What follows belongs to an exercise in optimizing a design on an open flow for small area; a production flow would make more cautious choices.
Only simulation tests tie the RTL to the original design; equivalence was not proved.
No driver is modelled on the clock port, so clocking that relies on it looks cheaper here than on a real chip.
Power and IR drop assume default switching activity.

$ cat flow/run.sh
#!/bin/bash
# synth_recipe.tcl (not shown) runs the flow's synth.tcl, then flattens the netlist and writes it again
# the make line also repeats each setting of config.mk as NAME=value (left out here)
make -C /OpenROAD-flow-scripts/flow DESIGN_CONFIG=/design/flow/config.mk WORK_HOME=/design/flow/orfs CLKGATE_MAP_FILE= SYNTH_SCRIPT=/design/flow/synth_recipe.tcl finish
$ cat flow/config.mk
export PLATFORM = sky130hd
export DESIGN_NAME = gate_sip_soc
export DESIGN_NICKNAME = gate_sip_soc
export VERILOG_FILES = /design/flow/design.v
export SDC_FILE = /design/flow/constraint.sdc
export NUM_CORES = 4
export LEC_CHECK = 0
export CAP_MARGIN = 20
export CORE_MARGIN = 2
export CORE_UTILIZATION = 40
export SLEW_MARGIN = 20
$ cat flow/constraint.sdc
create_clock -name core_clock -period 10.0 [get_ports {TCK}]
set_input_delay 2.0000 -clock core_clock [delete_from_list [all_inputs] [get_ports {TCK}]]
set_output_delay 2.0000 -clock core_clock [all_outputs]
set_load 0.01 [all_outputs]
$ cat flow/design.v
`timescale 1ns / 1ps
module tap_controller (
    input  wire        TCK,
    input  wire        CE,
    input  wire        TMS,
    input  wire        TRST_N,
    output reg  [3:0]  tap_state
);
localparam TLR = 4'h0, RTI = 4'h3, SDR = 4'h8, CDR = 4'h9, SHDR = 4'hD,
           E1DR = 4'hE, PDR = 4'hC, E2DR = 4'hF, UDR = 4'hA,
           SIR = 4'hB, CIR = 4'h1, SHIR = 4'h5, E1IR = 4'h6, PIR = 4'h4,
           E2IR = 4'h7, UIR = 4'h2;
reg [3:0] nxt;
always @(*) begin
    case (tap_state)
        TLR:  nxt = TMS ? TLR  : RTI;
        RTI:  nxt = TMS ? SDR  : RTI;
        SDR:  nxt = TMS ? SIR  : CDR;
        CDR:  nxt = TMS ? E1DR : SHDR;
        SHDR: nxt = TMS ? E1DR : SHDR;
        E1DR: nxt = TMS ? UDR  : PDR;
        PDR:  nxt = TMS ? E2DR : PDR;
        E2DR: nxt = TMS ? UDR  : SHDR;
        UDR:  nxt = TMS ? SDR  : RTI;
        SIR:  nxt = TMS ? TLR  : CIR;
        CIR:  nxt = TMS ? E1IR : SHIR;
        SHIR: nxt = TMS ? E1IR : SHIR;
        E1IR: nxt = TMS ? UIR  : PIR;
        PIR:  nxt = TMS ? E2IR : PIR;
        E2IR: nxt = TMS ? UIR  : SHIR;
        default: nxt = TMS ? SDR : RTI;  
    endcase
end
always @(posedge TCK or negedge TRST_N) begin
    if (!TRST_N)
        tap_state <= TLR;
    else if (CE)
        tap_state <= nxt;
end
endmodule
`timescale 1ns / 1ps
module gate_sip_chiplet (
    input  wire        TCK,
    input  wire        CE,
    input  wire        TMS,
    input  wire        TDI,
    input  wire        TRST_N,
    output wire        TDO,
    output wire        SCE,
    output wire        STMS,
    output wire        STDI,
    input  wire        STDO,
    input  wire [7:0]  func_in,
    output wire [7:0]  func_out,
    input  wire        scan_in,
    output wire        scan_out,
    input  wire [31:0] die_id,
    output wire [7:0]  security_status,
    output wire        tamper_detected
);
localparam CDR = 4'h9, SHDR = 4'hD, UDR = 4'hA, CIR = 4'h1, SHIR = 4'h5, UIR = 4'h2;
wire [3:0] st;
tap_controller tap_ctrl (.TCK(TCK), .CE(CE), .TMS(TMS), .TRST_N(TRST_N), .tap_state(st));
wire sh_dr = (st == SHDR);
wire sh_ir = (st == SHIR);
wire up_dr = (st == UDR);
wire up_ir = (st == UIR);
wire sr_load  = ~st[2];
wire sr_shift = st[2] & ~st[1] & st[0];
wire ir_col   = ~st[3];
reg  [3:0] ir_n;
wire [3:0] IR = ~ir_n;
wire ir_extest = (IR == 4'h0);
wire ir_idcode = (IR == 4'h1);
wire ir_config = (IR == 4'h3);
wire ir_bypass = (IR == 4'hF);
wire ir_zero   = (IR == 4'h6) | (IR == 4'h7);
reg [7:0]  config_reg;
reg [7:0]  wrapper_out;
reg        bypass_ff;
reg [31:0] sr;
wire [31:0] dr_cap = IR[1] ? {die_id[31:8], config_reg} :
                     IR[0] ? die_id : {die_id[31:8], func_in};
wire [31:0] cap = ir_col ? {dr_cap[31:4], 2'b01, IR[3:2]} : dr_cap;
wire        in8 = ~(IR[0] & ~IR[1]);
wire [31:0] shf = {TDI, sr[31:9], in8 ? TDI : sr[8], sr[7:5], ir_col ? TDI : sr[4], sr[3:1]};
wire sr_ld = CE & sr_load;
wire sr_sh = CE & sr_shift;
wire sr_hd = ~(sr_ld | sr_sh);
always @(posedge TCK)
    sr <= ({32{sr_ld}} & cap) | ({32{sr_sh}} & shf) | ({32{sr_hd}} & sr);
always @(posedge TCK or negedge TRST_N) begin
    if (!TRST_N) begin
        ir_n        <= 4'h0;
        config_reg  <= 8'h00;
        wrapper_out <= 8'h00;
        bypass_ff   <= 1'b0;
    end else if (CE) begin
        if (up_ir)
            ir_n <= ~sr[3:0];
        if (up_dr && ir_config)
            config_reg <= sr[7:0];
        if (up_dr && ir_extest)
            wrapper_out <= sr[7:0];
        if (sh_dr && ir_bypass)
            bypass_ff <= TDI;
    end
end
assign SCE  = CE & config_reg[0];
assign STMS = TMS;
assign STDI = TDI;
wire own = sh_ir | (sh_dr & (ir_extest | ir_idcode | ir_config));
assign TDO = own ? sr[0] :
             (sh_dr & ir_bypass) ? bypass_ff :
             (sh_dr & ir_zero) ? 1'b0 : STDO;
reg [4:0] tcnt;
always @(posedge TCK or negedge TRST_N) begin
    if (!TRST_N)
        tcnt <= 5'd0;
    else if (CE)
        tcnt <= (tcnt == 5'd24) ? 5'd1 : tcnt + 5'd1;
end
wire started = |tcnt;
assign security_status = started ? 8'h55 : 8'hAA;
assign tamper_detected = |tcnt[4:1];
assign func_out = ir_extest ? wrapper_out : func_in + 8'd1;
assign scan_out = scan_in;
endmodule
`timescale 1ns / 1ps
module gate_sip_soc (
    input  wire        TCK,
    input  wire        TMS,
    input  wire        TDI,
    input  wire        TRST_N,
    output wire        TDO,
    input  wire [7:0]  func_in_die0,
    output wire [7:0]  func_out_die0,
    input  wire [7:0]  func_in_die1,
    output wire [7:0]  func_out_die1,
    input  wire [7:0]  func_in_die2,
    output wire [7:0]  func_out_die2,
    input  wire        scan_in,
    output wire        scan_out_die0,
    output wire        scan_out_die1,
    output wire        scan_out_die2,
    output wire [7:0]  security_status_die0,
    output wire [7:0]  security_status_die1,
    output wire [7:0]  security_status_die2,
    output wire [2:0]  tamper_detected
);
parameter DIE0_ID = 32'h00001000;
parameter DIE1_ID = 32'h00002000;
parameter DIE2_ID = 32'h00003000;
wire sce_die0, stms_die0, stdi_die0, stdo_die0;
wire sce_die1, stms_die1, stdi_die1, stdo_die1;
gate_sip_chiplet die0 (.TCK(TCK), .CE(1'b1), .TMS(TMS), .TDI(TDI), .TRST_N(TRST_N), .TDO(TDO), .SCE(sce_die0), .STMS(stms_die0), .STDI(stdi_die0), .STDO(stdo_die0), .func_in(func_in_die0), .func_out(func_out_die0), .scan_in(scan_in), .scan_out(scan_out_die0), .die_id(DIE0_ID), .security_status(security_status_die0), .tamper_detected(tamper_detected[0]));
gate_sip_chiplet die1 (.TCK(TCK), .CE(sce_die0), .TMS(stms_die0), .TDI(stdi_die0), .TRST_N(TRST_N), .TDO(stdo_die0), .SCE(sce_die1), .STMS(stms_die1), .STDI(stdi_die1), .STDO(stdo_die1), .func_in(func_in_die1), .func_out(func_out_die1), .scan_in(scan_out_die0), .scan_out(scan_out_die1), .die_id(DIE1_ID), .security_status(security_status_die1), .tamper_detected(tamper_detected[1]));
gate_sip_chiplet die2 (.TCK(TCK), .CE(sce_die1), .TMS(stms_die1), .TDI(stdi_die1), .TRST_N(TRST_N), .TDO(stdo_die1), .SCE(), .STMS(), .STDI(), .STDO(1'b0), .func_in(func_in_die2), .func_out(func_out_die2), .scan_in(scan_out_die1), .scan_out(scan_out_die2), .die_id(DIE2_ID), .security_status(security_status_die2), .tamper_detected(tamper_detected[2]));
endmodule
==> summary.txt, run 1 <==
status no timing/DRC/antenna violations; cell count after synthesis 887; # setup viols final 0; Syn. warnings 2; post_cts resized 0; final slew viol count 0; layout cells sized above 1 0.129; num ports 84; Largest regs die0.sr (32), die1.sr (32), die2.sr (32); DP Worst Slack 4.08 ns; Max stage delay on crit path 0.55 ns; Worst Hold Depth 2; DR WL/cell 14.5 um; P_leak 4.17 nW; Overflow after GRT 0; Initial Utilization 0.407; largest area contributor in the netlist dfrtp_1; Final HPWL DP 11.2 mm; Max H-tree Level 4; clock transition at the registers of the reported paths 0.07 ns; Post-synth EDFFs 0; # diodes 0; critical-path cell list clkdlybuf4s50_1 > nand3_1 > nor2_1 > nand3_1 > xor2_1 > o21ai_0 > clkdlybuf4s50_1; GPL Wtd Cong 0.745; Post-Route WL 17.4 mm; Synth-to-Final Area Change 15.9%; Syn Nets 925; final worst-path cycle share 0.592; first-pass detailed-route iteration total 4; Die ar. 22,600 um2; PortBufs 79; ys async rst share 0.484; post-route ant nets 0; f_max 169 MHz; Setup Fix Bufs, Post-CTS 0; fin nets 951; core area 21,000 um2; clock tree buffer depth 2; most frequent cells in the layout nand2_1, dfxtp_1, dfrtp_1, clkdlybuf4s50_1, mux2_2; class of the worst hold path reg2reg; Rows 53; setup TNS 0 ns; first-pass GRT wire length 29.5 mm; commonest non-fill, non-tap cell in the layout nand2_1; Slowest-stage cell, CP clkdlybuf4s50_1; top cells by area, synth dfrtp_1, dfxtp_1, mux2_2; worst slew pin tran 0.933 ns; Setup Skew 0.0130 ns; fin cells 1,201; Setup CP Type in2out; clk latency of the worst-skew pair 0.43 ns; via count 6,295; cts hold-fix bufs 0; pin count of the biggest net entering global routing 68; Power Dens Cells 206 nW/um2; Max VDD drop 0.155 mV; hold_ws 0.446 ns; crit end category output pin; post-synthesis cell area 8560 um2; gr usage total 0.163; critical path data required time 8.00 ns; RSZ-0062 raised after global routing false; via/cell ratio 5.24; Startpoint Class primary input; Critical Path Fanout Max 4; # fillers 1,971; Tmin final 5.92 ns; initial DRC count 352; CTS buffer count 17; die height 150 um; # DRC 0; Unique masters post-synth 57; Chip Width 150 um; placed cell count 1,169; sequential area share after synthesis 0.488; Synth top area share 0.263; #FFs+latches synth 186; number of global-route vias before repair 6,040; MaxCap Viol Count 0; R2R depth 5; Fin. Hold Viols 0; CTS Sinks 186; final worst slack 4.08 ns; CTS tree yes; Rel. slew slack 0.377; Syn Area/Cell 9.65 um2; arrival time worst endpoint 3.92 ns; ys flop type dfxtp_1; root buffer cell clkbuf_16; initial antenna violation count 0
[routing by layer]
metal | routed length (um) | vias to the layer above | GRT usage
met3 | 610 | 15 | 0.0409
met4 | 214 | 0 | 0.0571
met2 | 8180 | 93 | 0.259
met5 | 0 | - | 0
met1 | 8390 | 3027 | 0.216
li1 | - | 3160 | -
[report_power, final]
| part | switching, W | internal, W | leakage (nW) |
|---|---|---|---|
| Sequential | 0.0000919 | 0.000827 | 1.97 |
| Combinational | 0.000240 | 0.000211 | 1.90 |
| Clock | 0.000311 | 0.000362 | 0.293 |
| Total | 0.000643 | 0.00140 | 4.17 |
[cell usage after synthesis, types with 19 or more instances]
library cell / number
a21boi_0: 23
a21oi_1: 59
a22o_1: 46
a22oi_1: 19
buf_4: 29
clkbuf_1: 34
dfrtp_1: 90
dfxtp_1: 96
inv_1: 24
mux2_2: 64
nand2_1: 124
nand3_1: 23
nor2_1: 42
nor2b_1: 21
o21ai_0: 61
[critical path, delay by kind of cell]
family                 cells  cell delay (ns)
buffers and inverters      2             1.10
AND/OR/NAND/NOR            3             0.52
XOR/XNOR                   1             0.15
AO/OA/AOI/OAI              1             0.14
[cell type report]
type                       instances  area, um2  share of cell area
tap                              275        344              0.0347
sequential                       186       4170               0.421
timing repair buffer              85        833              0.0840
multi-input combinational        599       3880               0.392
inverter                          24       90.1             0.00908
clock buffer                      18        439              0.0443
clock inverter                    14        154              0.0155
[cells by family (layout without fill, tap and decap cells)]
logic type	count (synthesis)	after routing	share of synthesized area
xor gates and xnor gates	19	19	0.0194
muxes	67	67	0.0877
AOI/OAI and AO/OA	240	240	0.183
and+or+nand+nor	264	264	0.149
buffers and inverters	102	141	0.0597
adders and majority gates	9	9	0.0132
DFF	186	186	0.488
[worst paths after layout]
| check | slack [ns] | startpoint | to |
|---|---|---|---|
| setup / recovery | 4.08 | func_in_die2[2] | func_out_die2[7] |
| hold / removal | 0.45 | die2.sr[31] | die2.sr[31] |
| setup reg to reg | 7.51 | die1.ir_n[1] | die1.wrapper_out[2] |
| hold reg to reg | 0.45 | die2.sr[31] | die2.sr[31] |
| max in group asynchronous | 7.34 | TRST_N | die1.tap_ctrl.tap_state[1] |
| min in group asynchronous | 1.47 | TRST_N | die0.tcnt[3] |
[through the flow]
stage | util | power, W | instance area (um2)
6_report | 0.472 | 0.00204 | 9920
5_1_grt | 0.472 | 0.00217 | 9920
4_1_cts | 0.472 | 0.00208 | 9920
3_5_place_dp | 0.444 | 0.00139 | 9320
3_3_place_gp | 0.444 | 0.00139 | 9320
2_1_floorplan | - | 0.00124 | 8560
==> run 2: changes to the inputs <==
--- a/flow/design.v
+++ b/flow/design.v
@@ -114,14 +114,14 @@
              (sh_dr & ir_bypass) ? bypass_ff :
              (sh_dr & ir_zero) ? 1'b0 : STDO;
-reg [4:0] tcnt;
+reg  [4:0] tq;
+wire       tfb = ~((tq[1] & tq[3]) | (tq[1] & tq[4]) | (tq[3] & tq[4])) | (tq[1] & tq[3] & tq[4]);
 always @(posedge TCK or negedge TRST_N) begin
     if (!TRST_N)
-        tcnt <= 5'd0;
+        tq <= 5'd0;
     else if (CE)
-        tcnt <= (tcnt == 5'd24) ? 5'd1 : tcnt + 5'd1;
+        tq <= {tq[3:0], tfb};
 end
-wire started = |tcnt;
-assign security_status = started ? 8'h55 : 8'hAA;
-assign tamper_detected = |tcnt[4:1];
+assign security_status = (|tq) ? 8'h55 : 8'hAA;
+assign tamper_detected = |tq[4:1];
 assign func_out = ir_extest ? wrapper_out : func_in + 8'd1;
 assign scan_out = scan_in;
==> flow/flow/run.sh (new file) <==
#!/bin/bash
# Own layout flow: the standard flow (standard.sh) with these changes:
#  - synthesis: ABC maps with flow/area.abc (area-oriented) instead of the speed script;
#    the rest of the synthesis script is synth_recipe.tcl unchanged;
#  - the port buffers are the smallest buffer (buf_1) instead of clkdlybuf4s50_1;
#  - the clock tree uses small clock buffers and no dummy loads.
# The make output goes to flow_make.log; each ORFS step logs under orfs/logs/.
set -euo pipefail
HERE=$(pwd)
{ head -n 1 synth_recipe.tcl
  sed "s|@ABC_SCRIPT@|$HERE/flow/area.abc|" flow/abc_override.tcl
  tail -n +2 synth_recipe.tcl; } > own_synth.tcl
sed "s|SYNTH_SCRIPT=[^ ]*|SYNTH_SCRIPT=$HERE/own_synth.tcl|" standard.sh > own_standard.sh
export BUFFER_PORTS_ARGS="-buffer_cell sky130_fd_sc_hd__buf_1"
export CTS_ARGS="-sink_clustering_enable -repair_clock_nets -dont_use_dummy_load -buf_list {sky130_fd_sc_hd__clkbuf_8} -root_buf sky130_fd_sc_hd__clkbuf_8"
bash own_standard.sh > flow_make.log 2>&1
==> flow/flow/abc_override.tcl (new file) <==
# Own synthesis: ABC maps the logic with an area-oriented script (flow/area.abc) in place of
# ORFS's speed script, and without the o22ai cells (amap pairs them with an inverter per
# input where an a22o does the same job in less area). Everything else is the standard
# synthesis, so the registers are the same.
proc abc {args} {
  set i [lsearch -exact $args -script]
  if {$i >= 0} { lset args [expr {$i + 1}] @ABC_SCRIPT@ }
  yosys abc {*}$args -dont_use sky130_fd_sc_hd__o22ai_1 -dont_use sky130_fd_sc_hd__o22ai_2 -dont_use sky130_fd_sc_hd__o22ai_4
}
==> flow/flow/area.abc (new file) <==
strash
dc2
dch -f
amap
topo
==> flow/standard.sh (new file) <==
#!/bin/bash
# synth_recipe.tcl (not shown) runs the flow's synth.tcl, then flattens the netlist and writes it again
# the make line also repeats each setting of config.mk as NAME=value (left out here)
make -C /OpenROAD-flow-scripts/flow DESIGN_CONFIG=/design/flow/config.mk WORK_HOME=/design/flow/orfs CLKGATE_MAP_FILE= SYNTH_SCRIPT=/design/flow/synth_recipe.tcl "${@:-finish}"
--- a/flow/config.mk
+++ b/flow/config.mk
@@ -8,4 +8,4 @@
 export CAP_MARGIN = 20
 export CORE_MARGIN = 2
-export CORE_UTILIZATION = 40
+export CORE_UTILIZATION = 65
 export SLEW_MARGIN = 20
removed: flow/run.sh
==> run 2 against run 1 <==
Effect of this change: die area shrank 43%; global-route usage increased by 11 points; total power shrank 19%; sequential cell count unchanged; register-to-register slack worse by 1.7 ns; synthesized cell count down 6.4%; sequential share of layout area rose by 8.0 points; wire length shrank 7.2%.
==> summary.txt, run 2 <==
status no timing/DRC/antenna violations; Setup Skew 0.0319 ns (+0.0189 ns); first-pass GRT wire length 28.0 mm (-5.1%); number of global-route vias before repair 6,111 (+1.2%); Setup CP Type in2out; Tmin final 5.24 ns (-0.679 ns); Syn Area/Cell 9.31 um2 (-3.4%); Syn Nets 862 (-6.8%); initial DRC count 560 (+59%); layout cells sized above 1 0.0286 (-0.0999); critical path data required time 8.00 ns (about the same); cell count after synthesis 830 (-6.4%); commonest non-fill, non-tap cell in the layout clkinv_1; Syn. warnings 2 (unchanged); final worst slack 4.76 ns (+0.679 ns); fin nets 944 (-0.74%); P_leak 3.40 nW (-18%); setup TNS 0 ns (unchanged); pin count of the biggest net entering global routing 91 (+34%); class of the worst hold path reg2reg; Largest regs die0.sr (32), die1.sr (32), die2.sr (32); PortBufs 79 (unchanged); Die ar. 12,800 um2 (-43%); clock tree buffer depth 2 (unchanged); post-route ant nets 0 (unchanged); root buffer cell clkbuf_8; clock transition at the registers of the reported paths 0.07 ns (about the same); num ports 84 (unchanged); DP Worst Slack 4.77 ns (+0.691 ns); core area 11,500 um2 (-45%); via/cell ratio 6.14 (+17%); placed cell count 1,036 (-11%); GPL Wtd Cong 0.946 (+27%); Synth-to-Final Area Change 7.72%; RSZ-0062 raised after global routing false; CTS tree yes; Overflow after GRT 0 (unchanged); FF-to-FF setup slack 5.79 ns (-1.72 ns); MaxCap Viol Count 0 (unchanged); via count 6,462 (+2.7%); post-synthesis cell area 7730 um2 (-9.7%); DR WL/cell 15.3 um (+5.9%); Startpoint Class primary input; CTS Sinks 186 (unchanged); hold_ws 0.384 ns (-0.0621 ns); Post-synth EDFFs 0 (unchanged); Power Dens Cells 199 nW/um2 (-3.4%); Final HPWL DP 11.6 mm (+3.7%); most frequent cells in the layout clkinv_1, dfxtp_1, o21ai_0, dfrtp_1, nand2_1; Max H-tree Level 4 (unchanged); Synth top area share 0.291 (+0.0281); CTS buffer count 17 (unchanged); Critical Path Fanout Max 4 (unchanged); final worst-path cycle share 0.524 (-0.0679); post_cts resized 0 (unchanged); Setup Fix Bufs, Post-CTS 0 (unchanged); worst slew pin tran 0.931 ns (-0.00206 ns); clk latency of the worst-skew pair 0.47 ns (+0.04 ns); first-pass detailed-route iteration total 16 (+12); Unique masters post-synth 36 (-37%); die height 113 um (-25%); f_max 191 MHz (+13%); sequential area share after synthesis 0.540 (+0.0521); crit end category output pin; initial antenna violation count 0 (unchanged); Fin. Hold Viols 0 (unchanged); Chip Width 113 um (-25%); # diodes 0 (unchanged); ys async rst share 0.484 (unchanged); # DRC 0 (unchanged); most common cell in the netlist clkinv_1; PnR Total Power 0.00166 W (-19%); largest area contributor in the netlist dfrtp_1; Rel. slew slack 0.375 (-0.00189); # fillers 913 (-54%); Rows 39 (-26%); fin cells 1,053 (-12%); Post-Route WL 16.1 mm (-7.2%); final slew viol count 0 (unchanged); arrival time worst endpoint 3.24 ns (-0.68 ns); cts hold-fix bufs 0 (unchanged); ys flop type dfxtp_1; # setup viols final 0 (unchanged); Post-synth top cells clkinv_1, dfxtp_1, o21ai_0; #FFs+latches synth 186 (unchanged); gr usage total 0.268 (+0.105); Initial Utilization 0.671 (+0.264); Max VDD drop 0.153 mV (-0.94%); top cells by area, synth dfrtp_1, dfxtp_1, a22oi_1
[run 2: cell count changes after synthesis, moves of 21 or more]
cell / delta
nand2_1: -39
a21boi_0: -23
o21ai_0: +33
inv_1: -24
clkinv_1: +106
a21oi_1: -21
clkbuf_1: -34
nor2_1: +31
mux2_2: -64
a22oi_1: +55
[run 2: final cells by class]
cell class / count / area (um2) / share of cell area
sequential: 186 / 4170 / 0.501
multi-input combinational: 514 / 2980 / 0.358
inverter: 106 / 398 / 0.0478
timing repair buffer: 87 / 364 / 0.0437
clock buffer: 17 / 234 / 0.0281
tap: 143 / 179 / 0.0215
[run 2: worst paths after layout]
| path | from | end | cells after the start |
|---|---|---|---|
| worst max-delay path | func_in_die1[0] | func_out_die1[7] | 7 |
| worst min-delay path | die0.tq[2] | die0.tq[3] | 0 |
| worst max register to register | die0.config_reg[0] | die2.config_reg[6] | 8 |
| worst min register to register | die0.tq[2] | die0.tq[3] | 0 |
| max in group asynchronous | TRST_N | die0.config_reg[1] | 2 |
| min in group asynchronous | TRST_N | die0.tq[0] | 2 |
[run 2: cells by family after synthesis]
logic type	count (synthesis)	share of synthesized area
AOI/OAI and AO/OA	306	0.268
adders and majority gates	3	0.00486
buffers and inverters	130	0.0748
DFF	186	0.540
and+or+nand+nor	205	0.112
[run 2: metal layers]
metal	GRT usage	vias to the layer above	wire length [um]
met3	0.0536	32	908
met1	0.369	3077	7340
met5	0	-	0
met2	0.420	239	7570
li1	-	3114	-
met4	0.111	0	331
[run 2: where the power goes]
part	internal [W]	switching (W)
registers	0.000828	0.0000719
clock network	0.000150	0.000213
logic	0.000129	0.000266
total	0.00111	0.000551
[run 2: critical path, cell delays in order]
cell	delay [ns]
buf_1	0.17
and3_1	0.22
nand3_1	0.12
nor3b_1	0.27
nor2_1	0.07
o32ai_1	0.21
buf_1	0.17
[run 2: stage by stage]
| stage | instance area (um2) | utilization |
|---|---|---|
| 5_1_grt | 8330 | 0.723 |
| 3_5_place_dp | 8090 | 0.703 |
| 3_3_place_gp | 8090 | 0.703 |
| 4_1_cts | 8320 | 0.723 |
| 2_1_floorplan | 7730 | - |
| 6_report | 8330 | 0.723 |
==> run 3: changes to the inputs <==
--- a/flow/design.v
+++ b/flow/design.v
@@ -80,9 +80,11 @@
 reg        bypass_ff;
 reg [31:0] sr;
-wire [31:0] dr_cap = IR[1] ? {die_id[31:8], config_reg} :
-                     IR[0] ? die_id : {die_id[31:8], func_in};
+wire [31:0] dr_cap = {die_id[31:8], IR[0] ? 7'd0 : func_in[7:1],
+                      IR[1] ? config_reg[0] : (~IR[0] & func_in[0])};
 wire [31:0] cap = ir_col ? {dr_cap[31:4], 2'b01, IR[3:2]} : dr_cap;
 wire        in8 = ~(IR[0] & ~IR[1]);
-wire [31:0] shf = {TDI, sr[31:9], in8 ? TDI : sr[8], sr[7:5], ir_col ? TDI : sr[4], sr[3:1]};
+wire        cfg_sh = IR[1] & ~ir_col;
+wire [31:0] shf = {TDI, sr[31:9], in8 ? TDI : sr[8], sr[7:5], ir_col ? TDI : sr[4], sr[3:2],
+                   cfg_sh ? config_reg[1] : sr[1]};
 wire sr_ld = CE & sr_load;
 wire sr_sh = CE & sr_shift;
@@ -99,6 +101,8 @@
         if (up_ir)
             ir_n <= ~sr[3:0];
+        if (sh_dr && ir_config)
+            config_reg[7:1] <= {TDI, config_reg[7:2]};
         if (up_dr && ir_config)
-            config_reg <= sr[7:0];
+            config_reg[0] <= sr[0];
         if (up_dr && ir_extest)
             wrapper_out <= sr[7:0];
==> run 3 against run 2 <==
Effect of this change: wire length fell by 4.6%; clock skew fell by 0.012 ns; count of clock-buffer cells in the layout did not move; non-clock buffer count fell by 1; cell area fell by 1.5%; critical path depth rose by 3.
==> summary.txt, run 3 <==
clock tree buffer depth 2 (unchanged); core area 11,400 um2 (-0.85%); f_max 192 MHz (+0.64%); RSZ-0062 raised after global routing false; R2R depth 7 (-1); Power Dens Cells 197 nW/um2 (-0.93%); largest family of logic cells by synthesized area compound AO/OA/AOI/OAI gates; most common cell in the netlist nor2_1; P_leak 3.35 nW (-1.5%); first-pass detailed-route iteration total 5 (-11); ys flop type dfxtp_1; Setup CP Type in2out; gr usage total 0.252 (-0.0160); # setup viols final 0 (unchanged); cts hold-fix bufs 0 (unchanged); cell count after synthesis 812 (-2.2%); Rows 39 (unchanged); # diodes 0 (unchanged); worst slew pin tran 0.880 ns (-0.0506 ns); clk latency of the worst-skew pair 0.45 ns (-0.02 ns); Fin. Hold Viols 0 (unchanged); adder-cell area share of the yosys netlist 0.00493 (+0.0000701); fin nets 925 (-2.0%); clock transition at the registers of the reported paths 0.09 ns (+0.02 ns); initial DRC count 536 (-4.3%); crit end category output pin; Setup Fix Bufs, Post-CTS 0 (unchanged); Synth top area share 0.296 (+0.00421); Compound-Gate Fraction of Synth Area 0.259 (-0.00861); Setup Skew 0.0200 ns (-0.0119 ns); CTS tree yes; RR Endpoint die1.config_reg[3]; Initial Utilization 0.667 (-0.00390); class of the worst hold path reg2reg; number of global-route vias before repair 5,734 (-6.2%); largest area contributor in the netlist dfrtp_1; CTS Sinks 186 (unchanged); layout cells sized above 1 0.0281 (-0.000513); Final HPWL DP 11.0 mm (-5.3%); # DRC 0 (unchanged); CTS buffer count 17 (unchanged); final slew viol count 0 (unchanged); Max H-tree Level 4 (unchanged); die height 112 um (-0.69%); #FFs+latches synth 186 (unchanged); most frequent cells in the layout nor2_1, o21ai_0, clkinv_1, dfxtp_1, a22o_1; multiplexer share of the synthesized area 0 (unchanged); via count 6,184 (-4.3%); FF-to-FF setup slack 6.78 ns (+0.99 ns); post-route ant nets 0 (unchanged); via/cell ratio 5.98 (-2.5%); initial antenna violation count 0 (unchanged); Tmin final 5.21 ns (-0.0334 ns); GPL Wtd Cong 0.969 (+2.4%); hold_ws 0.388 ns (+0.00454 ns); reg2reg start die0.config_reg[0]; Register Area 4170 um2 (unchanged); Startpoint Class primary input; pin count of the biggest net entering global routing 69 (-24%); critical path data required time 8.00 ns (about the same); arrival time worst endpoint 3.21 ns (-0.03 ns); Max VDD drop 0.130 mV (-15%); Post-Route WL 15.4 mm (-4.6%); CP endpoint func_out_die1[7]; Chip Width 112 um (-0.69%); MaxCap Viol Count 0 (unchanged); num ports 84 (unchanged); final worst-path cycle share 0.521 (-0.00334); Rel. slew slack 0.413 (+0.0385); Overflow after GRT 0 (unchanged); Syn Nets 844 (-2.1%); Post-synth EDFFs 0 (unchanged); root buffer cell clkbuf_8; Post-synth top cells nor2_1, o21ai_0, clkinv_1; Critical Path Fanout Max 4 (unchanged); area of the multi-input gates 2900 um2 (-2.6%); Largest regs die0.sr (32), die1.sr (32), die2.sr (32); Synth-to-Final Area Change 7.68% (about the same); post_cts resized 0 (unchanged); simple-gate share of the synthesized area 0.117 (+0.00409); post-synthesis cell area 7620 um2 (-1.4%); commonest non-fill, non-tap cell in the layout nor2_1; sequential area share after synthesis 0.548 (+0.00780); first-pass GRT wire length 26.2 mm (-6.4%); top cells by area, synth dfrtp_1, dfxtp_1, a22o_1; Die ar. 12,600 um2 (-1.4%); ys async rst share 0.484 (unchanged); Unique masters post-synth 38 (+5.6%); setup TNS 0 ns (unchanged); Syn Area/Cell 9.39 um2 (+0.76%); Syn. warnings 2 (unchanged); # fillers 902 (-1.2%); XOR/XNOR Fraction of Synth Area 0 (unchanged); PortBufs 79 (unchanged); DR WL/cell 14.9 um (-2.9%); crit path launch func_in_die1[0]; status no timing/DRC/antenna violations
[run 3: cell types whose count changed after synthesis, sizes merged, moves of 4 or more]
cell / change
nand2: -7
nor2: +27
clkinv: -9
a21oi: -9
nand4: +4
a22o: +28
a22oi: -48
o21ai: +4
[run 3: kinds of logic (layout without fill, tap and decap cells)]
family / Yosys count / in the layout
compound gates: 286 / 286
simple gates: 216 / 216
fa+ha+maj: 3 / 3
flops: 186 / 186
buf+inv: 121 / 200
[run 3: worst min-delay path by stage]
stage | startpoint | end | slack (ns) | depth (start not counted)
6_report | die0.tq[0] | die0.tq[1] | 0.39 | 0
5_1_grt | die0.tq[2] | die0.tq[3] | 0.40 | 0
4_1_cts | die0.tq[0] | die0.tq[1] | 0.39 | 0
3_5_place_dp | die0.tq[0] | die0.tq[1] | 0.37 | 0
3_3_place_gp | die0.tq[2] | die0.tq[3] | 0.36 | 0
2_1_floorplan | die0.tq[0] | die0.tq[1] | 0.35 | 0
[run 3: worst max-delay path, stage by stage]
cell     delay, ns
buf_1         0.16
and3_1        0.20
nand2_1       0.07
nor2_1        0.12
nand2_1       0.09
nor2_1        0.12
nor2_1        0.05
a21oi_1       0.11
a22o_1        0.13
buf_1         0.15
[run 3: through the flow]
step,instances,total power (W),setup WS [ns],cell area [um2],util
after global placement,1017,0.00125,4.88,7970,0.698
final,1034,0.00162,4.79,8210,0.719
after global routing,1034,0.00171,4.63,8210,0.719
after detailed placement,1017,0.00126,4.82,7970,0.698
after CTS,1034,0.00163,4.81,8210,0.719
after floorplan,812,0.00116,5.17,7620,-
[run 3: cell type report]
type | instances | share of cell area
Sequential cell | 186 | 0.509
Multi-Input combinational cell | 505 | 0.354
Inverter | 97 | 0.0444
Timing Repair Buffer | 86 | 0.0430
Clock buffer | 17 | 0.0285
Tap cell | 143 | 0.0218
[run 3: layer usage]
layer	GRT usage	routed length (um)	vias up
met2	0.398	7160	199
li1	-	-	3030
met4	0.0967	246	0
met5	0	0	-
met1	0.350	7240	2932
met3	0.0470	758	23
[run 3: power breakdown]
| group | leakage [nW] | internal (W) | switching [W] |
|---|---|---|---|
| Sequential | 1.96 | 0.000827 | 0.0000755 |
| Clock | 0.122 | 0.000150 | 0.000216 |
| Combinational | 1.27 | 0.000119 | 0.000231 |
==> run 4: changes to the inputs <==
--- a/flow/flow/run.sh
+++ b/flow/flow/run.sh
@@ -1,5 +1,5 @@
 #!/bin/bash
 # Own layout flow: the standard flow (standard.sh) with these changes:
-#  - synthesis: ABC maps with flow/area.abc (area-oriented) instead of the speed script;
+#  - synthesis: ABC maps with flow/area.abc (area-oriented: compress2rs-style resynthesis, then amap) instead of the speed script;
 #    the rest of the synthesis script is synth_recipe.tcl unchanged;
 #  - the port buffers are the smallest buffer (buf_1) instead of clkdlybuf4s50_1;
==> flow/flow/area.abc (replaced) <==
strash
balance -l
resub -K 6 -l
rewrite -l
resub -K 6 -N 2 -l
refactor -l
resub -K 8 -l
balance -l
resub -K 8 -N 2 -l
rewrite -l
resub -K 10 -l
rewrite -z -l
resub -K 10 -N 2 -l
balance -l
resub -K 12 -l
refactor -z -l
resub -K 12 -N 2 -l
rewrite -z -l
balance -l
dc2
dch -f
amap -E 0.01
topo
==> run 4 against run 3 <==
Effect of this change: still clean; synthesized area shrank 0.85%; total power grew 4.4%; critical endpoint unchanged; worst setup slack lost 0.17 ns; combinational power grew 11%; die area shrank 0.83%; clock power is essentially flat; first-iteration DRC count shrank 20%; count of clock-buffer cells in the layout is the same.
==> summary.txt, run 4 <==
CTS buffer count 17 (unchanged); clk latency of the worst-skew pair 0.45 ns (about the same); RSZ-0062 raised after global routing false; Overflow after GRT 0 (unchanged); commonest non-fill, non-tap cell in the layout a22o_1; cts hold-fix bufs 0 (unchanged); Setup CP Type in2out; post-route ant nets 0 (unchanged); Synth top area share 0.298 (+0.00254); placed inst area 7920 um2 (-0.66%); Rows 39 (unchanged); Die ar. 12,500 um2 (-0.83%); Syn. warnings 2 (unchanged); Initial Utilization 0.665 (-0.00286); Post-synth EDFFs 0 (unchanged); Chip Width 112 um (-0.41%); number of global-route vias before repair 5,836 (+1.8%); Critical Path Fanout Max 4 (unchanged); GPL Wtd Cong 0.911 (-5.9%); #FFs+latches synth 186 (unchanged); post_cts resized 0 (unchanged); initial antenna violation count 0 (unchanged); sequential area share after synthesis 0.552 (+0.00472); post-synthesis cell area 7560 um2 (-0.85%); clock transition at the registers of the reported paths 0.07 ns (-0.02 ns); final instance area 8160 um2 (-0.52%); CTS tree yes; class of the worst hold path reg2reg; most common cell in the netlist a22o_1; Largest regs die0.sr (32), die1.sr (32), die2.sr (32); status no timing/DRC/antenna violations; cell count after synthesis 721 (-11%); first-pass detailed-route iteration total 5 (unchanged); arrival time worst endpoint 3.38 ns (+0.17 ns); clock tree buffer depth 2 (unchanged); Max H-tree Level 4 (unchanged); critical path data required time 8.00 ns (about the same); Synth-to-Final Area Change 8.05%; most frequent cells in the layout a22o_1, dfxtp_1, clkinv_1, dfrtp_1, buf_1; P_leak 3.31 nW (-1.3%); placed cell count 927 (-8.8%); PnR Total Power 0.00169 W (+4.4%); f_max 186 MHz (-3.2%); # DRC 0 (unchanged); Max VDD drop 0.161 mV (+24%); Rel. slew slack 0.360 (-0.0530); root buffer cell clkbuf_8; setup TNS 0 ns (unchanged); Post-synth top cells a22o_1, dfxtp_1, clkinv_1; layout cells sized above 1 0.0362 (+0.00815); Setup Fix Bufs, Post-CTS 0 (unchanged); via count 6,003 (-2.9%); initial DRC count 427 (-20%); crit end category output pin; Post-Route WL 16.2 mm (+5.1%); Syn Nets 753 (-11%); gr usage total 0.275 (+0.0226); final slew viol count 0 (unchanged); Startpoint Class primary input; top cells by area, synth dfrtp_1, dfxtp_1, a22o_1; core area 11,400 um2 (-0.43%); fin cells 944 (-8.7%); # diodes 0 (unchanged); # setup viols final 0 (unchanged); Syn Area/Cell 10.5 um2 (+12%); Fin. Hold Viols 0 (unchanged); num ports 84 (unchanged); pin count of the biggest net entering global routing 60 (-13%); die height 112 um (-0.41%); ys async rst share 0.484 (unchanged); ys flop type dfxtp_1; Unique masters post-synth 42 (+11%); final worst-path cycle share 0.538 (+0.0174); worst slew pin tran 0.952 ns (+0.0721 ns); PortBufs 79 (unchanged); first-pass GRT wire length 27.9 mm (+6.6%); CTS Sinks 186 (unchanged); via/cell ratio 6.36 (+6.3%); Power Dens Cells 207 nW/um2 (+4.9%); MaxCap Viol Count 0 (unchanged); Setup Skew 0.0220 ns (+0.00195 ns); DR WL/cell 17.1 um (+15%); largest area contributor in the netlist dfrtp_1; fin nets 835 (-9.7%); final core utilization 0.718 (about the same); Final HPWL DP 11.5 mm (+5.1%); Tmin final 5.38 ns (+0.174 ns)
==> run 4: cell count changes in the layout (fill, tap and decap cells not counted), sizes merged, moves of 11 or more <==
| cell | change |
|---|---|
| o21ai | -59 |
| nand2 | -52 |
| nor2 | -47 |
| o2bb2ai | +25 |
| a22o | +17 |
| a21oi | -16 |
| nor3 | +11 |
==> run 4: logic make-up after synthesis <==
group                    synth area share
flip-flops                          0.552
AND/OR/NAND/NOR                    0.0745
XOR/XNOR                          0.00116
buffers and inverters              0.0710
AO/OA/AOI/OAI                       0.296
adder cells (fa/ha/maj)           0.00497
==> run 4: power breakdown <==
group	switching [W]	total [W]	internal [W]
clock	0.000217	0.000367	0.000150
combinational	0.000248	0.000390	0.000142
sequential	0.0000931	0.000932	0.000839
total	0.000558	0.00169	0.00113
==> run 4: worst paths after layout <==
| check | cells after the start | startpoint | slack (ns) | end |
|---|---|---|---|---|
| max reg2reg | 7 | die0.config_reg[0] | 6.78 | die2.wrapper_out[2] |
| min in group asynchronous | 1 | TRST_N | 1.50 | die2.wrapper_out[7] |
| min | 0 | die0.tq[2] | 0.38 | die0.tq[3] |
| max | 9 | func_in_die1[2] | 4.62 | func_out_die1[7] |
| min reg2reg | 0 | die0.tq[2] | 0.38 | die0.tq[3] |
| max in group asynchronous | 2 | TRST_N | 7.38 | die1.ir_n[0] |
==> run 4: critical path, cell delays in order <==
cell	delay (ns)
buf_1	0.15
clkinv_1	0.11
nor3_1	0.24
nand2_1	0.13
nor2_1	0.14
nand3_1	0.11
xor2_1	0.16
a2bb2oi_1	0.15
buf_1	0.19
==> run 4: cell type report <==
type	instances	area, um2
multi-input cells	416	2860
flip-flops and latches	186	4170
clock buffers	17	234
repair buffers	87	360
inverters	95	357
well taps	143	179
fillers	875	3210
==> run 4: metrics by stage <==
stage,hold WS (ns),setup slack (ns)
final,0.384,4.62
after CTS,0.390,4.64
after floorplan,0.347,5.06
after global routing,0.405,4.44
after global placement,0.354,4.69
after detailed placement,0.364,4.65
==> run 4: per-layer routing <==
metal	share of wire	global-route usage	wire length, um	vias to the layer above
met2	0.48	0.444	7830	180
met1	0.45	0.370	7330	2937
met5	0	0	0	-
li1	-	-	-	2863
met4	0.019	0.109	312	0
met3	0.044	0.0523	717	23
==> run 5: changes to the inputs <==
--- a/flow/flow/run.sh
+++ b/flow/flow/run.sh
@@ -4,5 +4,6 @@
 #    the rest of the synthesis script is synth_recipe.tcl unchanged;
 #  - the port buffers are the smallest buffer (buf_1) instead of clkdlybuf4s50_1;
-#  - the clock tree uses small clock buffers and no dummy loads.
+#  - the clock tree uses clkbuf_8 and no dummy loads; after CTS, leaf buffers driving at
+#    most 10 flip-flops are downsized to clkbuf_4 (flow/post_cts.tcl).
 # The make output goes to flow_make.log; each ORFS step logs under orfs/logs/.
 set -euo pipefail
@@ -14,3 +15,4 @@
 export BUFFER_PORTS_ARGS="-buffer_cell sky130_fd_sc_hd__buf_1"
 export CTS_ARGS="-sink_clustering_enable -repair_clock_nets -dont_use_dummy_load -buf_list {sky130_fd_sc_hd__clkbuf_8} -root_buf sky130_fd_sc_hd__clkbuf_8"
+export POST_CTS_TCL="$HERE/flow/post_cts.tcl"
 bash own_standard.sh > flow_make.log 2>&1
==> flow/flow/post_cts.tcl (new file) <==
set downsized 0
foreach inst [[ord::get_db_block] getInsts] {
  if {[[$inst getMaster] getName] ne "sky130_fd_sc_hd__clkbuf_8"} { continue }
  set out [$inst findITerm X]
  set net [$out getNet]
  if {$net eq "NULL"} { continue }
  set sinks 0
  set leaf 1
  foreach it [$net getITerms] {
    if {[$it isOutputSignal]} { continue }
    incr sinks
    if {![string match "sky130_fd_sc_hd__df*" [[[$it getInst] getMaster] getName]]} { set leaf 0 }
  }
  if {$leaf && $sinks > 0 && $sinks <= 10} {
    replace_cell [get_cells [$inst getName]] sky130_fd_sc_hd__clkbuf_4
    incr downsized
  }
}
puts "post_cts: downsized $downsized leaf clock buffers to clkbuf_4"
detailed_placement
check_placement -verbose
==> run 5 against run 4 <==
Effect of this change: core utilization down 0.33 points; sequential power hardly changed; still clean; fmax grew 0.22%; total power decreased by 1.9%; synthesized cell count is the same; synthesized area is the same; register-to-register slack got worse by 0.05 ns; sequential share of layout area rose by 0.24 points; first-iteration DRC count grew 3.0%; highest routed layer unchanged; non-clock buffer count unchanged.
==> summary.txt, run 5 <==
clock network fraction of design power 0.203 (-0.014); gr usage total 0.275 (about the same); Syn Nets 753 (unchanged); final worst slack 4.63 ns (+0.0115 ns); cell count after synthesis 721 (unchanged); top cells by area, synth dfrtp_1, dfxtp_1, a22o_1; clock transition at the registers of the reported paths 0.07 ns (about the same); # fillers 882 (+0.80%); sequential area share after synthesis 0.552 (unchanged); PortBufs 79 (unchanged); end of the worst hold path die0.tq[3]; FF-to-FF setup slack 6.73 ns (-0.05 ns); Power Dens Cells 204 nW/um2 (-1.5%); layout cells sized above 1 0.0362 (unchanged); reg2reg start die0.config_reg[0]; commonest non-fill, non-tap cell in the layout a22o_1; RSZ-0062 raised after global routing false; MaxCap Viol Count 0 (unchanged); most frequent cells in the layout a22o_1, dfxtp_1, clkinv_1, dfrtp_1, buf_1; # setup viols final 0 (unchanged); ys flop type dfxtp_1; Largest regs die0.sr (32), die1.sr (32), die2.sr (32); R2R depth 7 (unchanged); Setup Skew 0.0395 ns (+0.0176 ns); Hold Startpoint die0.tq[2]; placed inst area 7920 um2 (unchanged); clk latency of the worst-skew pair 0.46 ns (about the same); die height 112 um (unchanged); Unique masters post-synth 42 (unchanged); # diodes 0 (unchanged); Int Pwr 0.00111 W (-2.2%); Synth-to-Final Area Change 7.55%; Syn. warnings 2 (unchanged); Initial Utilization 0.665 (unchanged); sequential power share 0.562 (+0.010); DR WL/cell 17.0 um (-0.59%); Rel. slew slack 0.358 (-0.00288); GPL Wtd Cong 0.911 (unchanged); P_leak 3.29 nW (-0.47%); Fin. Hold Viols 0 (unchanged); Chip Width 112 um (unchanged); via count 5,998 (-0.083%); initial antenna violation count 0 (unchanged); switch share 0.332 (+0.00195); Rows 39 (unchanged); Worst Hold Depth 0 (unchanged); post-synthesis cell area 7560 um2 (unchanged); final worst-path cycle share 0.537 (-0.00115); setup TNS 0 ns (unchanged); Sw Pwr 0.000551 W (-1.4%); pin count of the biggest net entering global routing 60 (unchanged); Die ar. 12,500 um2 (unchanged); initial DRC count 440 (+3.0%); final slew viol count 0 (unchanged); via/cell ratio 6.35 (about the same); fin nets 835 (unchanged); number of global-route vias before repair 5,826 (-0.17%); Max VDD drop 0.161 mV (about the same); Logic pwr share 0.235 (+0.004); final instance area 8130 um2 (-0.46%); Tmin final 5.37 ns (-0.0115 ns); first-pass GRT wire length 27.9 mm (about the same); f_max 186 MHz (+0.22%); core area 11,400 um2 (unchanged); Critical Path Fanout Max 4 (unchanged); Synth top area share 0.298 (unchanged); num ports 84 (unchanged); first-pass detailed-route iteration total 6 (+1); critical path data required time 8.00 ns (about the same); RR Endpoint die2.config_reg[2]; crit end category output pin; #FFs+latches synth 186 (unchanged); Final HPWL DP 11.5 mm (unchanged); CTS tree yes; Startpoint Class primary input; most common cell in the netlist a22o_1; Post-Route WL 16.1 mm (-0.59%); Post-synth EDFFs 0 (unchanged); arrival time worst endpoint 3.37 ns (about the same); post-route ant nets 0 (unchanged); status no timing/DRC/antenna violations; Syn Area/Cell 10.5 um2 (unchanged); Post-synth top cells a22o_1, dfxtp_1, clkinv_1; largest area contributor in the netlist dfrtp_1; worst slew pin tran 0.956 ns (+0.00428 ns); hold_ws 0.384 ns (-0.0000800 ns); DP Worst Slack 4.65 ns (unchanged); # DRC 0 (unchanged); class of the worst hold path reg2reg; ys async rst share 0.484 (unchanged); Setup CP Type in2out; CTS Sinks 186 (unchanged); Overflow after GRT 0 (unchanged)
-- run 5: worst max-delay path, stage by stage --
cell	delay (ns)
buf_1	0.15
clkinv_1	0.11
nor3_1	0.24
nand2_1	0.13
nor2_1	0.14
nand3_1	0.11
xor2_1	0.16
a2bb2oi_1	0.15
buf_1	0.18
-- run 5: routing by layer --
layer	track usage	wire length, um	up-vias
li1	-	-	2876
met5	0	0	-
met2	0.444	7800	165
met3	0.0533	633	27
met4	0.109	327	0
met1	0.370	7330	2930
-- run 5: worst max path at each step --
| stage | start | to | slack (ns) |
|---|---|---|---|
| after floorplan | func_in_die1[0] | func_out_die1[7] | 5.06 |
| after global placement | func_in_die1[2] | func_out_die1[7] | 4.69 |
| after detailed placement | func_in_die1[2] | func_out_die1[7] | 4.65 |
| after global routing | func_in_die1[2] | func_out_die1[7] | 4.44 |
| final | func_in_die1[2] | func_out_die1[7] | 4.63 |
-- run 5: final cells by class --
cell class / count / area, um2 / area share
Clock buffer: 17 / 196 / 0.0242
Inverter: 95 / 357 / 0.0439
Timing Repair Buffer: 87 / 360 / 0.0443
Tap cell: 143 / 179 / 0.0220
Sequential cell: 186 / 4170 / 0.514
Multi-Input combinational cell: 416 / 2860 / 0.352
-- run 5: power by group through the flow --
stage | Sequential [W] | Combinational [W] | Clock (W)
6_report | 0.000931 | 0.000389 | 0.000337
5_1_grt | 0.000943 | 0.000439 | 0.000380
3_5_place_dp | 0.000943 | 0.000386 | 0
3_3_place_gp | 0.000941 | 0.000370 | 0
2_1_floorplan | 0.000915 | 0.000293 | 0
-- run 5: cells by family after synthesis --
logic type                 synth area share
AOI/OAI and AO/OA                     0.296
DFF                                   0.552
and+or+nand+nor                      0.0745
buffers and inverters                0.0710
adders and majority gates           0.00497
xor gates and xnor gates            0.00116
-- run 5: through the flow --
| step | total power [W] | util | instances |
|---|---|---|---|
| floorplan | 0.00121 | - | 721 |
| global placement | 0.00131 | 0.697 | 927 |
| detailed placement | 0.00133 | 0.697 | 927 |
| global route | 0.00176 | 0.715 | 944 |
| finish | 0.00166 | 0.715 | 944 |

==> port drivers added, routing unchanged <==
The results above use ideal ports. As a check the final layouts listed here were re-extracted and re-timed, cells and wires unchanged.
Step 1 assumes that a clkbuf_16 drives the clock port and a buf_2 every other input.
Step 2 moves the port delays by t, midway between the first and last clock arrival at a register: inputs arrive t later, outputs are due t later. That takes back most of the time a late clock gives input paths.
a / b / c = no drivers / after step 1 / after step 2; a / b = the first two.
run	t, ns	setup WS [ns]	hold slack, ns	worst setup path after step 2	worst register clock-pin slew, ns
run 1	0.474	4.081 / 4.056 / 4.056	0.446 / 0.446 / 0.446	input to output	0.08 / 0.08
run 2	0.485	4.760 / 4.738 / 4.738	0.384 / 0.384 / 0.384	input to output	0.10 / 0.10
run 3	0.479	4.794 / 4.771 / 4.771	0.388 / 0.388 / 0.388	input to output	0.09 / 0.09
run 4	0.481	4.619 / 4.594 / 4.594	0.384 / 0.384 / 0.384	input to output	0.09 / 0.09
run 5	0.479	4.631 / 4.605 / 4.605	0.384 / 0.384 / 0.384	input to output	0.11 / 0.11
After both steps setup and hold are still met in every run listed. For run 5, which loses most, drivers alone change the setup slack by -0.026 ns; drivers and shift together by -0.026 ns.
